This is an optimization exercise on Yosys and OpenROAD, whose aim is small area, not a production implementation.
The RTL was checked by simulation tests, not by an equivalence proof against the original design.
Power and IR drop assume default switching activity.

## blinkled
module blinkled
(
  input CLK,
  input RST,
  output [32-1:0] maxi_awaddr,
  output [8-1:0] maxi_awlen,
  output [3-1:0] maxi_awsize,
  output [2-1:0] maxi_awburst,
  output [1-1:0] maxi_awlock,
  output [4-1:0] maxi_awcache,
  output [3-1:0] maxi_awprot,
  output [4-1:0] maxi_awqos,
  output [2-1:0] maxi_awuser,
  output maxi_awvalid,
  input maxi_awready,
  output [32-1:0] maxi_wdata,
  output [4-1:0] maxi_wstrb,
  output maxi_wlast,
  output maxi_wvalid,
  input maxi_wready,
  input [2-1:0] maxi_bresp,
  input maxi_bvalid,
  output maxi_bready,
  output [32-1:0] maxi_araddr,
  output [8-1:0] maxi_arlen,
  output [3-1:0] maxi_arsize,
  output [2-1:0] maxi_arburst,
  output [1-1:0] maxi_arlock,
  output [4-1:0] maxi_arcache,
  output [3-1:0] maxi_arprot,
  output [4-1:0] maxi_arqos,
  output [2-1:0] maxi_aruser,
  output maxi_arvalid,
  input maxi_arready,
  input [32-1:0] maxi_rdata,
  input [2-1:0] maxi_rresp,
  input maxi_rlast,
  input maxi_rvalid,
  output maxi_rready,
  input [32-1:0] saxi_awaddr,
  input [4-1:0] saxi_awcache,
  input [3-1:0] saxi_awprot,
  input saxi_awvalid,
  output saxi_awready,
  input [32-1:0] saxi_wdata,
  input [4-1:0] saxi_wstrb,
  input saxi_wvalid,
  output saxi_wready,
  output [2-1:0] saxi_bresp,
  output saxi_bvalid,
  input saxi_bready,
  input [32-1:0] saxi_araddr,
  input [4-1:0] saxi_arcache,
  input [3-1:0] saxi_arprot,
  input saxi_arvalid,
  output saxi_arready,
  output [32-1:0] saxi_rdata,
  output [2-1:0] saxi_rresp,
  output saxi_rvalid,
  input saxi_rready
);
Size: ~1,900 cells after synthesis.
==> flow/config.mk <==
export PLATFORM = sky130hd
export DESIGN_NAME = blinkled
export DESIGN_NICKNAME = blinkled
export VERILOG_FILES = /design/flow/design.v
export SDC_FILE = /design/flow/constraint.sdc
export NUM_CORES = 4
export LEC_CHECK = 0
export CAP_MARGIN = 20
export CORE_MARGIN = 2
export CORE_UTILIZATION = 40
export SLEW_MARGIN = 20
==> flow/constraint.sdc <==
create_clock -name core_clock -period 10.0 [get_ports {CLK}]
set_input_delay 2.0000 -clock core_clock [delete_from_list [all_inputs] [get_ports {CLK}]]
set_output_delay 2.0000 -clock core_clock [all_outputs]
set_load 0.01 [all_outputs]
standard.sh (not shown) runs the stock make flow with config.mk's settings and CLKGATE_MAP_FILE= SYNTH_SCRIPT=/design/flow/synth_recipe.tcl, a recipe that flattens the netlist after the stock synthesis.
==> flow/flow/run.sh <==
#!/bin/bash
# Standard ORFS layout, with smaller port buffers and a clock tree of small
# buffers without dummy loads. Each tool's output goes to a log of its own.
set -euo pipefail
bash standard.sh \
  'BUFFER_PORTS_ARGS=-buffer_cell sky130_fd_sc_hd__buf_1' \
  'CTS_ARGS=-sink_clustering_enable -repair_clock_nets -dont_use_dummy_load -buf_list {sky130_fd_sc_hd__clkbuf_4 sky130_fd_sc_hd__clkbuf_8}' \
  finish > flow_make.log 2>&1
The first run went through all stages and came out clean.
Next try:
==> flow/flow/run.sh (replaced) <==
#!/bin/bash
# Standard ORFS layout, with smaller port buffers, one tie cell per constant,
# and a clock tree of small buffers without dummy loads. Each tool's output
# goes to a log of its own.
set -euo pipefail
bash standard.sh \
  'BUFFER_PORTS_ARGS=-buffer_cell sky130_fd_sc_hd__buf_1' \
  'SKIP_REPAIR_TIE_FANOUT=1' \
  'CTS_ARGS=-sink_clustering_enable -repair_clock_nets -dont_use_dummy_load -sink_clustering_size 20 -sink_clustering_max_diameter 60 -buf_list {sky130_fd_sc_hd__clkbuf_8}' \
  finish > flow_make.log 2>&1
What happened: The new run completed without violations; clock-buffer cell count drops by 23; clock skew drops by 0.028 ns; critical path depth went down by 1; final cell count went down by 3.1%; via count fell by 2.6%.

run 1:
blinkled, a different RTL version from the one above (not shown whole).
Size: ~1700 cells after synthesis, roughly 360 I/O pins, ~20000 um^2 of cells after synthesis.
export LEC_CHECK = 0
export CAP_MARGIN = 20
export CORE_MARGIN = 2
export CORE_UTILIZATION = 40
export SLEW_MARGIN = 20
create_clock -name core_clock -period 10.0 [get_ports {CLK}]
==> flow/flow/run.sh <==
#!/bin/bash
# ORFS layout through the standard.sh, with these changes:
#  - after the standard synthesis, flow/fa_polarity.py re-chooses the
#    polarity of each full-adder cell (a full adder on inverted inputs gives
#    inverted outputs) to remove inverters; registers are untouched;
#  - smaller port buffers, one tie cell per constant;
#  - a clock tree of clkbuf_4 without dummy loads.
# Each tool's output goes to a log of its own in this folder.
set -euo pipefail
ARGS=(
  'BUFFER_PORTS_ARGS=-buffer_cell sky130_fd_sc_hd__buf_1'
  'SKIP_REPAIR_TIE_FANOUT=1'
  'CTS_ARGS=-sink_clustering_enable -repair_clock_nets -dont_use_dummy_load -sink_clustering_size 10 -sink_clustering_max_diameter 40 -buf_list {sky130_fd_sc_hd__clkbuf_4}'
)
R=orfs/results/sky130hd/blinkled/base
bash standard.sh "${ARGS[@]}" synth > flow_synth.log 2>&1
cp "$R/1_2_yosys.v" flow_1_2_yosys_standard.v
python3 flow/fa_polarity.py flow_1_2_yosys_standard.v "$R/1_2_yosys.v" > flow_fa_polarity.log 2>&1
rm -f "$R/1_synth.odb" "$R/1_synth.sdc"
bash standard.sh "${ARGS[@]}" finish > flow_make.log 2>&1
Other scripts of this flow, unchanged in this note and not shown: flow/flow/fa_polarity.py
Run 1 finished end to end and its layout was clean on timing, DRC and antenna.
The following lists how run 2 was set up differently from run 1:
- swapping 20 for 0 in CAP_MARGIN
- swapping 40 for 60 in CORE_UTILIZATION
- swapping 20 for 0 in SLEW_MARGIN
Between run 1 and run 2, core utilization is higher for run 2, run 1 comes in under that.
The total number of tap cells in run 2 sits 29% below the value recorded for run 1.
In run 2 relative to run 1, via count of the first global-routing pass had gone down slightly.
On overall power consumption, run 1 and run 2 are neck and neck.
There was hardly any difference in sequential power between run 2 and run 1.
Diff run 1 -> run 2 | area enclosed by the die boundary | down by more than a quarter
> inputs changed (run 2 -> run 3)
- an added GPL_TIMING_DRIVEN of 0
-- flow/flow/run.sh --
<<< run 2, line 13
>>> run 3, line 13
  'REMOVE_ABC_BUFFERS=1'
--- outcome ---
Reported for run 2 and run 3, mean cell area of the mapped netlist turned out identical to the last digit. Of run 2 and run 3, the higher clock edge transition at the registers on the reported setup and hold paths belongs to run 3. In run 3, the final core area utilization came out 0.76 points above the value in run 2. Run comparison: run 2 slowest cell on the critical path sky130_fd_sc_hd__mux2i_2; run 3 slowest cell on the critical path sky130_fd_sc_hd__dfxtp_2. [compare] base=run 2 new=run 3: overall die area about even, via count of the first global-routing pass up 164, non-clock buffer area fraction after layout up 0.92 points. Cmp run 2 and run 3 / wire length on met1 / higher: run 3. Relative area of clock buffers and inverters in the final design essentially unchanged between run 3 and run 2. Going from run 2 to run 3, share of total power in the clock network saw an increase; area taken by multi-input logic gates grew by about 0.3%.
For run 4, these inputs were changed with respect to run 3:
- changing CAP_MARGIN from 0 to 20
- changing SLEW_MARGIN from 0 to 20
- removing GPL_TIMING_DRIVEN (formerly 0)
-- flow/flow/run.sh --
<<< run 3, line 13
  'REMOVE_ABC_BUFFERS=1'
>>> run 4, line 13
Run 4 ended with every stage complete and zero timing, DRC or antenna violations.
Run 3 finished every stage and its layout cleared the timing, design-rule and antenna checks.
Worst endpoint required time was lower in the run labelled run 4.
Diff run 4..run 3 | combined global-route utilization of all metal layers | negligible
Run 4 reports its termination of the worst setup path as acc[31] while run 3 reports q[2].
Looking at top metal layer carrying routed signals, the met4 result is from run 3; the met5 one comes from run 4.
Changes observed in run 4 relative to run 3: net switching share of the total power was more or less identical, non-clock buffer count now larger, total wirelength of the detailed-routed design picked up an extra about 0.8%.

separate check: timing with driven ports:
The results above use ideal ports. As a check the final layouts listed here were re-extracted and re-timed, cells and wires unchanged. Step 1 assumes that a clkbuf_16 drives the clock port and a buf_2 every other input. Step 2, shift: input delay + t, output delay - t, t = (earliest + latest rising clock arrival at the registers) / 2. This alone moves slack from input paths to output paths. Three values: ideal, step 1, step 2; two values: the first two.
run	t (ns)	slack for setup (ns)	hold slack, ns	worst setup path after step 2	cell pins on the clock port's net
the first run of note 1	0.670	0.865 / 0.858 / 0.188	0.479 / 0.479 / 0.479	input to register	1
the second run of note 1	0.696	0.946 / 0.917 / 0.221	0.478 / 0.478 / 0.478	input to register	1
run 1	0.817	1.078 / 1.109 / 0.292	0.483 / 0.483 / 0.483	input to register	1
run 2	0.787	1.093 / 1.116 / 0.329	0.476 / 0.476 / 0.476	input to register	1
run 3	0.800	0.535 / 0.535 / -0.225	0.476 / 0.476 / 0.476	input to register	1
run 4	0.793	1.098 / 1.121 / 0.328	0.476 / 0.476 / 0.476	input to register	1
Met with ideal ports but missed after step 2: setup timing in run 3. The setup slack of run 1, which loses most, moves by +0.031 ns with the drivers and by -0.786 ns with both steps.
